This design comes from an exercise in tuning for small area and a short achievable clock period on the open sky130 flow, not from production work. In this exercise RTL edits were held to simulation tests only and were not proved equivalent to the original. Power is estimated from default activity; no workload was simulated.

run 1:
// npu
module npu (
    input               clk,
    input               reset,
    input               cov,
    input  [23:0]       data,
    input  [23:0]       wt,
    output logic [71:0] mmu_out,
    output logic [15:0] conv_out,
    output logic        conv_fin
);
Size: about 3500 cells after synthesis, roughly 640 flip-flops, ~140 I/O pins, about 35000 µm² of cells after synthesis.
export LEC_CHECK = 0
export CAP_MARGIN = 20
export CORE_MARGIN = 2
export CORE_UTILIZATION = 40
export CTS_CLUSTER_DIAMETER = 100
export CTS_CLUSTER_SIZE = 24
export PLACE_DENSITY = 0.6
export SETUP_SLACK_MARGIN = 3.0
export SLEW_MARGIN = 20
export TNS_END_PERCENT = 5
create_clock -name core_clock -period 5.5 [get_ports {clk}]
standard.sh (not shown) runs the stock make flow with config.mk's settings and CLKGATE_MAP_FILE= SYNTH_SCRIPT=/design/flow/synth_recipe.tcl, a recipe that flattens the netlist after the stock synthesis.
==> flow/flow/run.sh <==
#!/bin/bash
# Own flow: the standard layout (standard.sh, all steps, standard synthesis),
# with one change: the port buffers that global placement inserts on every input
# and output are buf_1 cells instead of the resizer's default pick (a 0.5 ns delay
# buffer). The whole make output goes to standard.log in this folder; ORFS keeps
# each step's own log under orfs/logs/.
set -euo pipefail
export BUFFER_PORTS_ARGS="-buffer_cell sky130_fd_sc_hd__buf_1"
bash standard.sh > standard.log 2>&1
Run 1 closes out successfully: all stages finished, all timing, DRC and antenna checks passed.
diff inputs: run 1 => run 2
- CTS_CLUSTER_DIAMETER now 120, was 100
- CTS_CLUSTER_SIZE now 30, was 24
--- a/flow/flow/run.sh
+++ b/flow/flow/run.sh
@@ -4 +4 @@
-# and output are buf_1 cells instead of the resizer's default pick (a 0.5 ns delay
+# and output are buf_2 cells instead of the resizer's default pick (a 0.5 ns delay
@@ -8 +8 @@
-export BUFFER_PORTS_ARGS="-buffer_cell sky130_fd_sc_hd__buf_1"
+export BUFFER_PORTS_ARGS="-buffer_cell sky130_fd_sc_hd__buf_2"
[summary]
Between run 1 and run 2, the flow reports number of global-route vias before repair decreasing by a few percent.
Run 2 — fraction of layout cells with a size suffix above 1 2.2 points higher, run 1 as reference
Going from run 1 to run 2, the sequential share of layout area was found to have gone up by 0.44 points.
Input changes introduced in run 3 (baseline for comparison: run 2):
- clearing TNS_END_PERCENT, which used to be 5
- clearing CTS_CLUSTER_SIZE, which used to be 30
- clearing CTS_CLUSTER_DIAMETER, which used to be 120
==> flow/run.sh (new file) <==
#!/bin/bash
# synth_recipe.tcl (not shown) runs the flow's synth.tcl, then flattens the netlist and writes it again
# the make line also repeats each setting of config.mk as NAME=value (left out here)
make -C /OpenROAD-flow-scripts/flow DESIGN_CONFIG=/design/flow/config.mk WORK_HOME=/design/flow/orfs CLKGATE_MAP_FILE= SYNTH_SCRIPT=/design/flow/synth_recipe.tcl finish
removed: flow/flow/run.sh
removed: flow/standard.sh
==> results.txt <==
- Changes observed in run 3 relative to run 2: count of sequential standard cells was more or less identical, required arrival time at the worst endpoint went up by 0.03 ns, fraction of the core area covered by cells at the end of the flow went up by 6.5 points, worst setup margin went up by 0.065 ns, total sequential power was more or less identical.
- Changes observed in run 3 relative to run 2: growth of design area from synthesis to finish climbed 16 points; average routed wire per standard cell climbed 1.5 µm; worst hold margin dropped 0.015 ns.
- Summary: with run 2 as the reference, final area in run 3 moved up by more than 10%.
- The faster design of the two is run 3; run 2 tops out lower.
- Re proportion of total power due to net switching: run 3 is 1.9 points down on run 2.
--- input diff run 3..run 4 ---
- CTS_CLUSTER_DIAMETER: unset -> 120
- TNS_END_PERCENT: unset -> 5
- CTS_CLUSTER_SIZE: unset -> 30
Results
- Run 4 finished end to end and its layout was clean on timing, DRC and antenna.
- Run 3 | stages: all done | timing, DRC, antenna: all pass
- Min fraction of the cycle the final worst path needs across run 3 and run 4: run 3
- Clock network power share delta for run 4 relative to run 3: 11 points lower
- Run 4 vs run 3 on shortest period the worst path allows: run 4 is the higher one.
Relative to run 4, the following input files were edited for run 5:
- CTS_CLUSTER_DIAMETER now 100, was 120
- CTS_CLUSTER_SIZE now 20, was 30
Notes after the runs:
Against run 4, minimum setup slack in the final design in run 5 came out better. Re clock network area share: run 4 was lower than run 5. Comparing run 4 and run 5, clock power share is lower on run 4.


lane 1:
npu again, from the RTL that the note above started with.
clock: 5.5 ns
lec_check: 0
cap_margin: 20
core_margin: 2
core_utilization: 40
place_density: 0.6
setup_slack_margin: 3.0
slew_margin: 20
tns_end_percent: 5
run.sh (not shown) runs the stock make flow with config.mk's settings and CLKGATE_MAP_FILE= SYNTH_SCRIPT=/design/flow/synth_recipe.tcl, a recipe that flattens the netlist after the stock synthesis.
Stock flow here: none of the scripts above is used.
Relative to lane 1, the following input files were edited for lane 2:
- a change of PLACE_DENSITY from 0.6 to 0.75
- a change of CORE_UTILIZATION from 40 to 60
Results
- Max freq lane 1 -> lane 2: degraded
- Number of setup buffers added after CTS (higher): lane 2
- Worst relative slew slack is higher on lane 1
- The run with more setup slack is lane 1; lane 2 has less.
- Taking lane 1 over lane 2, the total met3 wirelength after detailed routing ratio works out to 0.75.
- Per the final summary, lane 2 finished and its layout is clean on timing, DRC and antenna.
- As far as cell area is concerned, lane 1 and lane 2 perform about the same.
- Relative to lane 1, the detailed placer's ending HPWL measured on lane 2 has increased slightly.
- Looking at critical path depth in cells, lane 2 sits 5 below lane 1.
> inputs changed (lane 2 -> lane 3)
- changing PLACE_DENSITY from 0.75 to 0.7
- setting CTS_CLUSTER_SIZE to 20 for the first time
- changing CORE_UTILIZATION from 60 to 50
- setting CTS_CLUSTER_DIAMETER to 100 for the first time
==> flow/flow/run.sh (new file) <==
#!/bin/bash
# Own flow: the standard layout (standard.sh, all steps, standard synthesis),
# with one change: the port buffers that global placement inserts on every input
# and output are buf_2 cells instead of the resizer's default pick (a 0.5 ns delay
# buffer). The whole make output goes to standard.log in this folder; ORFS keeps
# each step's own log under orfs/logs/.
set -euo pipefail
export BUFFER_PORTS_ARGS="-buffer_cell sky130_fd_sc_hd__buf_2"
bash standard.sh > standard.log 2>&1
==> flow/standard.sh (new file) <==
#!/bin/bash
# synth_recipe.tcl (not shown) runs the flow's synth.tcl, then flattens the netlist and writes it again
# the make line also repeats each setting of config.mk as NAME=value (left out here)
make -C /OpenROAD-flow-scripts/flow DESIGN_CONFIG=/design/flow/config.mk WORK_HOME=/design/flow/orfs CLKGATE_MAP_FILE= SYNTH_SCRIPT=/design/flow/synth_recipe.tcl "${@:-finish}"
removed: flow/run.sh
Findings:
- From lane 2 to lane 3, synthesized cell count did not move at all.
- Final hold slack: lane 3 < lane 2
- Looking only at wire length, and setting everything else aside, the lower value of lane 3 and lane 2 goes to lane 3.
- Of the two values seen for top layer used by detailed routing, met5 was produced by lane 2 and met4 by lane 3.
- Critical path depth: lane 3 > lane 2
- Lane 3: die extent in x is about 9% higher than what lane 2 reported.
- Diff lane 2 -> lane 3 | wire length on met3 | down by more than a quarter
- Cells: lane 3 has more instances than lane 2
diff inputs: lane 3 => lane 4
- CTS_CLUSTER_SIZE: 20 -> unset
- CTS_BUF_LIST: unset -> sky130_fd_sc_hd__clkbuf_4 sky130_fd_sc_hd__clkbuf_8
- PLACE_DENSITY: 0.7 -> 0.6
- CTS_CLUSTER_DIAMETER: 100 -> unset
- CORE_UTILIZATION: 50 -> 40
==> flow/run.sh (new file) <==
#!/bin/bash
# synth_recipe.tcl (not shown) runs the flow's synth.tcl, then flattens the netlist and writes it again
# the make line also repeats each setting of config.mk as NAME=value (left out here)
make -C /OpenROAD-flow-scripts/flow DESIGN_CONFIG=/design/flow/config.mk WORK_HOME=/design/flow/orfs CLKGATE_MAP_FILE= SYNTH_SCRIPT=/design/flow/synth_recipe.tcl finish
removed: flow/flow/run.sh
removed: flow/standard.sh
Results
- Lane 4 against lane 3: global-route usage shrank by 3.0 points; worst hold slack shrank by 0.017 ns; worst-case register-to-register setup slack grew by 0.03 ns.
- Summary: with lane 3 as the reference, TritonCTS buffer count in lane 4 moved up by more than 100%.
- Side by side, number of cells upsized or downsized after cts turned out higher in lane 4 than in lane 3.
- Routed wire length: lane 4 higher than lane 3
- When the final numbers for lane 3 and lane 4 were put side by side, the upper clock frequency limit turned out to be smaller in lane 3.
- Comparing the two runs side by side, lane 4 comes out behind lane 3 on design internal power.

[port drivers added, routing unchanged]
The results above use ideal ports. As a check the final layouts listed here were re-extracted and re-timed, cells and wires unchanged. Step 1, drivers: a clkbuf_16 drives clk and a buf_2 each remaining input, both assumed. Step 2 times the ports against the registers' clock, not the clock port: input delays grow and output delays shrink by t, the midpoint of the rising clock arrivals with the driver on. Slacks: ideal ports / drivers / drivers and shift; pairs: ideal ports / drivers.
| run | t, ns | setup slack, ns | worst register clock-pin slew, ns | worst data-port slew with drivers (ns) |
|---|---|---|---|---|
| run 1 | 0.645 | 2.403 / 2.403 / 1.802 | 0.10 / 0.10 | 0.12 |
| run 2 | 0.673 | 2.382 / 2.382 / 1.883 | 0.12 / 0.12 | 0.13 |
| run 3 | 0.678 | 2.446 / 2.446 / 2.081 | 0.06 / 0.06 | 0.23 |
| run 4 | 0.677 | 2.414 / 2.414 / 1.978 | 0.12 / 0.12 | 0.12 |
| run 5 | 0.641 | 2.418 / 2.418 / 1.953 | 0.09 / 0.09 | 0.18 |
| lane 1 | 0.672 | 2.403 / 2.403 / 1.968 | 0.06 / 0.06 | 0.11 |
| lane 2 | 0.669 | 2.390 / 2.390 / 1.866 | 0.07 / 0.07 | 0.18 |
| lane 3 | 0.642 | 2.357 / 2.357 / 1.795 | 0.09 / 0.09 | 0.18 |
| lane 4 | 0.789 | 2.392 / 2.392 / 1.960 | 0.07 / 0.07 | 0.14 |
After both steps setup and hold are still met in every run listed. The setup slack of run 1, which loses most, moves by 0.000 ns with the drivers and by -0.601 ns with both steps.
